This design comes from an exercise in tuning for small area and a short achievable clock period on the open sky130 flow, not from production work.
Function was checked by simulation only, so behaviour that the tests miss may differ from the original.
Power and IR drop assume default switching activity.

== sierra ==
// rv64_core
module rv64_core (
    input  logic        clk,
    input  logic        reset,
    output logic [63:0] imem_addr,
    input  logic [31:0] imem_rdata,
    output logic        dmem_we,
    output logic [63:0] dmem_addr,
    output logic [63:0] dmem_wdata,
    input  logic [63:0] dmem_rdata
);
Size in the first run: roughly 2000 flip-flops.
==> flow/config.mk <==
export PLATFORM = sky130hd
export DESIGN_NAME = rv64_core
export DESIGN_NICKNAME = rv64_core
export VERILOG_FILES = /design/flow/design.v
export SDC_FILE = /design/flow/constraint.sdc
export NUM_CORES = 4
export LEC_CHECK = 0
export CAP_MARGIN = 20
export CORE_MARGIN = 2
export CORE_UTILIZATION = 40
export CTS_CLUSTER_DIAMETER = 100
export CTS_CLUSTER_SIZE = 30
export SETUP_SLACK_MARGIN = 5
export SLEW_MARGIN = 20
export SYNTH_HIERARCHICAL = 1
export TNS_END_PERCENT = 10
==> flow/constraint.sdc <==
create_clock -name core_clock -period 15.0 [get_ports {clk}]
set_input_delay 3.0000 -clock core_clock [delete_from_list [all_inputs] [get_ports {clk}]]
set_output_delay 3.0000 -clock core_clock [all_outputs]
set_load 0.01 [all_outputs]
standard.sh (not shown) runs the stock make flow with config.mk's settings and CLKGATE_MAP_FILE= SYNTH_SCRIPT=/design/flow/synth_recipe.tcl, a recipe that flattens the netlist after the stock synthesis.
==> flow/flow/run.sh <==
#!/bin/bash
set -euo pipefail
export BUFFER_PORTS_ARGS="-buffer_cell sky130_fd_sc_hd__buf_2"
bash standard.sh > standard_flow.log 2>&1
#### Input delta (garnet over sierra)
Settings: CTS_CLUSTER_DIAMETER: 100 -> unset; CTS_CLUSTER_SIZE: 30 -> unset.
==> notes.md <==
Relative to sierra, wire length on met3 increased by 3400 um in garnet.
Compared garnet vs sierra, and clock power is up in garnet.
On garnet: shortest clock period the worst path allows after layout is 0.031 ns lower than what sierra gave.
Power: garnet worse than sierra
Routed wire length: garnet > sierra
From sierra to garnet the numbers moved as follows: combinational power ~0 delta; internal cell power +18%.
## Diff of input files: violet against garnet
Settings: CTS_CLUSTER_SIZE now 24, previously not set; CTS_CLUSTER_DIAMETER now 80, previously not set.
Notes after the runs:
- In violet the maximum ir drop on the vdd rail turned out 1.1% higher than in garnet.
- Between garnet and violet, total number of vias is higher for garnet, violet comes in under that.
- violet vs garnet, final net count went down by about 1.5%.
- In the tables for garnet and violet, logic depth of the worst setup path including buffers reads higher with garnet.
- In violet, area overhead of the layout relative to synthesis is lower than in garnet.
- Final standard cell utilization of the core in violet is 1.6 points lower than in garnet
- In the final reports, the cell area of violet is smaller than that of garnet.
- Changes observed in violet relative to garnet: buffer share of cell area saw little to no change; transition at the pin with the smallest max-transition slack went down by 0.041 ns.
Edits applied to the flow inputs when going from violet to yarrow:
Settings: swapping 80 for 100 in CTS_CLUSTER_DIAMETER; swapping 5 for 4.6 in SETUP_SLACK_MARGIN; swapping 10 for 5 in TNS_END_PERCENT; swapping 24 for 30 in CTS_CLUSTER_SIZE.
### Flow results
Per the comparison of yarrow with violet, fraction of power consumed by combinational cells has decreased; total clock buffers created by CTS has decreased; average cell area after synthesis has remained practically unchanged. From violet to yarrow the numbers moved as follows: hold slack up 0.012 ns; number of enable flip-flop cells after synthesis flat. Relative slew slack was higher in the run labelled yarrow. Comparing violet and yarrow, the lower first-iteration DRC count was measured on yarrow.
Input-level comparison between lagoon and yarrow:
Settings: changing TNS_END_PERCENT from 5 to 10; removing CTS_CLUSTER_DIAMETER (formerly 100); removing CTS_CLUSTER_SIZE (formerly 30); changing SETUP_SLACK_MARGIN from 4.6 to 5.
==> flow/run.sh (new file) <==
#!/bin/bash
# synth_recipe.tcl (not shown) runs the flow's synth.tcl, then flattens the netlist and writes it again
# the make line also repeats each setting of config.mk as NAME=value (left out here)
make -C /OpenROAD-flow-scripts/flow DESIGN_CONFIG=/design/flow/config.mk WORK_HOME=/design/flow/orfs CLKGATE_MAP_FILE= SYNTH_SCRIPT=/design/flow/synth_recipe.tcl finish
removed: flow/flow/run.sh
removed: flow/standard.sh
==> comparison <==
lagoon vs. yarrow: antenna diode count saw an increase; clock share of power now larger. Diff yarrow -> lagoon: latest clock arrival within the worst-skew pair shows an increase of 0.08 ns; number of filler cells placed in the layout shows a reduction of 1626.

static timing again, ports no longer ideal:
The flow's constraints put no driver on any port. The routed layouts listed below were extracted and timed again, unchanged, in two steps.
Step 1: set_driving_cell puts a clkbuf_16 on clk and a buf_2 on each other input, an assumption about the parent block.
Step 2 adds t to the input delays and takes it off the output delays; t is the mean of the earliest and latest rising clock arrival at the registers after step 1. Input paths then give back, and output paths get back, about the clock's delay inside the block.
Slacks: ideal / step 1 / step 2; pairs: ideal / step 1.
run | shift t [ns] | setup WS [ns] | worst setup path at the end
sierra | 0.883 | 4.563 / 4.503 / 4.503 | input to output
garnet | 0.984 | 4.594 / 4.509 / 4.509 | input to output
violet | 0.924 | 4.566 / 4.479 / 4.479 | input to output
yarrow | 0.898 | 4.308 / 4.277 / 4.277 | input to output
lagoon | 0.990 | 4.620 / 4.564 / 4.564 | input to output
After both steps setup and hold are still met in every run listed. For violet, which loses most, drivers alone change the setup slack by -0.087 ns; drivers and shift together by -0.087 ns.
